This is an optimization exercise on Yosys and OpenROAD, whose aim is small area and a short achievable clock period, not a production implementation.
The RTL was checked by simulation tests, not by an equivalence proof against the original design.

Setup of job 101:
==> flow/design.v (excerpt) <==
module fir_parallel (
  input [15:0] i_data,
  input [63:0] i_coeffs,
  input i_clock,
  output [37:0] o_data
);
Size: roughly 120 I/O pins.
clock: 14.0 ns
lec_check: 0
cap_margin: 20
core_margin: 2
core_utilization: 50
cts_buf_list: sky130_fd_sc_hd__clkbuf_16
cts_cluster_diameter: 100
cts_cluster_size: 30
slew_margin: 20
synth_hierarchical: 1
synth_minimum_keep_size: 0
standard.sh (not shown) runs the stock make flow with config.mk's settings and CLKGATE_MAP_FILE= SYNTH_SCRIPT=/design/flow/synth_recipe.tcl, a recipe that flattens the netlist after the stock synthesis.
==> flow/flow/run.sh <==
#!/bin/bash
# Layout flow: the standard ORFS flow (standard.sh, unchanged synthesis),
# with these changes after synthesis:
#  - after floorplan, every combinational cell gets the smallest drive
#    strength of its family (flow/downsize.tcl);
#  - timing repair aims at a setup slack of SETUP_MARGIN ns instead of 0, so the
#    resizer speeds up the paths that set the achieved period;
#  - the port buffers are plain buf_1 cells instead of the delay cell that
#    buffer_ports picks by default (repair may upsize them).
# Each step's full output goes to its own log file in this folder.
set -euo pipefail
SETUP_MARGIN=9.3
HERE=$(pwd)
bash standard.sh synth > log_1_synth.txt 2>&1
bash standard.sh \
  "POST_FLOORPLAN_TCL=${HERE}/flow/downsize.tcl" \
  "SETUP_SLACK_MARGIN=${SETUP_MARGIN}" \
  "BUFFER_PORTS_ARGS=-buffer_cell sky130_fd_sc_hd__buf_1" \
  finish > log_2_layout.txt 2>&1
==> flow/flow/downsize.tcl <==
# Run after floorplan: give every combinational cell the smallest-area drive
# strength of its family (synthesis sizes each small module for speed against a
# default load); the later timing repair upsizes the cells on critical paths.
set block [ord::get_db_block]
set db [ord::get_db]
set swapped 0
foreach inst [$block getInsts] {
  set cur [$inst getMaster]
  set name [$cur getName]
  if {![regexp {^sky130_fd_sc_hd__([a-z0-9]+)_(\d+)$} $name -> fam sz]} { continue }
  if {[string match "df*" $fam] || [string match "*clk*" $fam] || [string match "*dly*" $fam]
      || $fam eq "conb" || [string match "tap*" $fam] || [string match "fill*" $fam]
      || [string match "decap*" $fam]} { continue }
  set best ""
  set barea 0
  foreach s {1 0 2 4} {
    set m [$db findMaster "sky130_fd_sc_hd__${fam}_$s"]
    if {$m eq "NULL" || $m eq ""} { continue }
    set a [expr {[$m getWidth] * [$m getHeight]}]
    if {$best eq "" || $a < $barea} {
      set best $m
      set barea $a
    }
  }
  if {$best ne "" && [$best getName] ne $name} {
    if {[$inst swapMaster $best]} { incr swapped }
  }
}
puts "downsize: swapped $swapped instances to their smallest drive strength"
diff inputs: job 101 => job 102
--- a/flow/flow/run.sh
+++ b/flow/flow/run.sh
@@ -11,3 +11,3 @@
 set -euo pipefail
-SETUP_MARGIN=9.3
+SETUP_MARGIN=9.2
 HERE=$(pwd)
--- outcome ---
- Job 102 has completed all stages; timing, DRC and antenna checks passed.
- Against job 101, job 102 comes in 0.066 ns lower on worst-case setup margin in the final layout.
- Job 102 vs job 101 on fraction of area in non-clock buffers: job 102 is the lower one.
- Job 101 → job 102: detailed route wirelength on metal3 rose 600 µm, mean routed wirelength per cell moved down.
- The faster design of the two is job 101; job 102 tops out lower.
- Relative to job 101, ratio of final minimum period to clock period has increased by 0.47 points in job 102.
- Job 102 vs job 101: detailed-route wire length down in job 102
Inputs modified between job 102 and job 103:
Settings: swapping 50 for 55 in CORE_UTILIZATION.
==> comparison <==
Diff job 102 -> job 103 | diode insertion count for antenna repair | decrease of 1
Diff job 102..job 103 | number of hold buffers added after CTS | unchanged
Job 103 vs. job 102: width of the chip went down by about 4.6%.
Compared with job 102, area used by multi-input combinational logic in job 103 decreased slightly.

* * *

Another version of the RTL of fir_parallel (not shown whole).
Size in the first run: roughly 120 I/O pins, roughly 0.035 mm2 of cells after synthesis.
export LEC_CHECK = 0
export CAP_MARGIN = 10
export CORE_MARGIN = 2
export CORE_UTILIZATION = 40
export CTS_BUF_LIST = sky130_fd_sc_hd__clkbuf_16
export CTS_CLUSTER_DIAMETER = 100
export CTS_CLUSTER_SIZE = 30
export SLEW_MARGIN = 10
export SYNTH_HIERARCHICAL = 1
export SYNTH_MINIMUM_KEEP_SIZE = 0
create_clock -name core_clock -period 14.0 [get_ports {i_clock}]
==> flow/flow/run.sh <==
#!/bin/bash
# Layout flow: the standard ORFS flow (standard.sh, unchanged synthesis),
# with these changes after synthesis:
#  - after floorplan, every combinational cell gets the smallest drive
#    strength of its family (flow/downsize.tcl);
#  - timing repair aims at a setup slack of SETUP_MARGIN ns instead of 0, so the
#    resizer speeds up the paths that set the achieved period;
#  - the port buffers are plain buf_1 cells instead of the delay cell that
#    buffer_ports picks by default (repair may upsize them).
# Each step's full output goes to its own log file in this folder.
set -euo pipefail
SETUP_MARGIN=9.2
HERE=$(pwd)
bash standard.sh synth > log_1_synth.txt 2>&1
bash standard.sh \
  "POST_FLOORPLAN_TCL=${HERE}/flow/downsize.tcl" \
  "SETUP_SLACK_MARGIN=${SETUP_MARGIN}" \
  "BUFFER_PORTS_ARGS=-buffer_cell sky130_fd_sc_hd__buf_1" \
  finish > log_2_layout.txt 2>&1
Scripts as last shown in full above: flow/flow/downsize.tcl
The first run produced a clean layout.
Then changed:
- CAP_MARGIN: 10 -> 20
- CORE_UTILIZATION: 40 -> 50
- CTS_CLUSTER_DIAMETER: 100 -> 50
- CTS_CLUSTER_SIZE: 30 -> 16
- SLEW_MARGIN: 10 -> 20
Global-route usage rose by 7.2 points.
Core utilization rose by 11 points.
Clock-buffer cell count rose by 25.
Worst hold slack barely changes.
Design area rose slightly.
Sequential share of layout area fell by 0.30 points.
Sequential cell count stays the same.
Then changed:
--- a/flow/flow/run.sh
+++ b/flow/flow/run.sh
@@ -12 +12 @@
-SETUP_MARGIN=9.2
+SETUP_MARGIN=9.4
- CORE_UTILIZATION: 50 -> 40
- CTS_CLUSTER_DIAMETER: 50 -> 100
- CTS_CLUSTER_SIZE: 16 -> 30
Via count decreases by 1.3%.
Routed wire length increases by 1.2%.
Global-route usage decreases by 6.6 points.
Cell area increases by 2.4%.
Cell count increases by 6.6%.
Worst hold slack is better by 18 ps.
Die area increases by 25%.
Flip-flop and latch count is unchanged.
Fmax increases by 1.2%.
Then changed:
--- a/flow/flow/run.sh
+++ b/flow/flow/run.sh
@@ -12 +12 @@
-SETUP_MARGIN=9.4
+SETUP_MARGIN=9.2
- CORE_UTILIZATION: 40 -> 50
Worst hold slack degrades by 47 ps.
Die area fell by about a fifth.
Worst setup slack degrades by 29 ps.
Global-route usage rose by 6.3 points.
Count of clock-buffer cells in the layout stays the same.
Then changed:
- CORE_UTILIZATION: 50 -> 40
What happened: The new run ran to the end with no violations. Non-clock buffer count went up by 15. Global-route usage is lower by 6.9 points. Wire length came out lower by 1.1%. Synthesized area is unchanged. First-iteration DRC count shrinks by 5.4%. Count of clock-buffer cells in the layout rose by 1. Final area rose by 1.6%. Critical path depth stays the same. Sequential cell count stays the same. Worst setup slack got worse by 40 ps.

-- what the ideal ports hide --
In the flow no input, the clock included, has a driving cell. The finished layouts below were timed again as built, in two steps. Step 1 assumes that a clkbuf_16 drives the clock port and a buf_2 every other input. Step 2 times the ports against the registers' clock, not the clock port: input delays grow and output delays shrink by t, the midpoint of the rising clock arrivals with the driver on. a / b / c = ideal / step 1 / step 2; a / b = the first two.
| run | t (ns) | slack for setup (ns) | clock arrival spread, ns |
|---|---|---|---|
| job 101 | 0.641 | 9.326 / 9.318 / 9.326 | 0.033 / 0.034 |
| job 102 | 0.642 | 9.260 / 9.253 / 9.260 | 0.026 / 0.026 |
| job 103 | 0.623 | 9.246 / 9.246 / 9.246 | 0.027 / 0.027 |
| the first run of note 2 | 0.657 | 9.221 / 9.152 / 9.279 | 0.039 / 0.039 |
| the second run of note 2 | 0.653 | 9.234 / 9.187 / 9.234 | 0.030 / 0.031 |
| the third run of note 2 | 0.650 | 9.290 / 9.227 / 9.440 | 0.044 / 0.044 |
| the fourth run of note 2 | 0.639 | 9.261 / 9.201 / 9.270 | 0.044 / 0.044 |
| the fifth run of note 2 | 0.657 | 9.221 / 9.152 / 9.279 | 0.039 / 0.039 |
After both steps setup and hold are still met in every run listed.
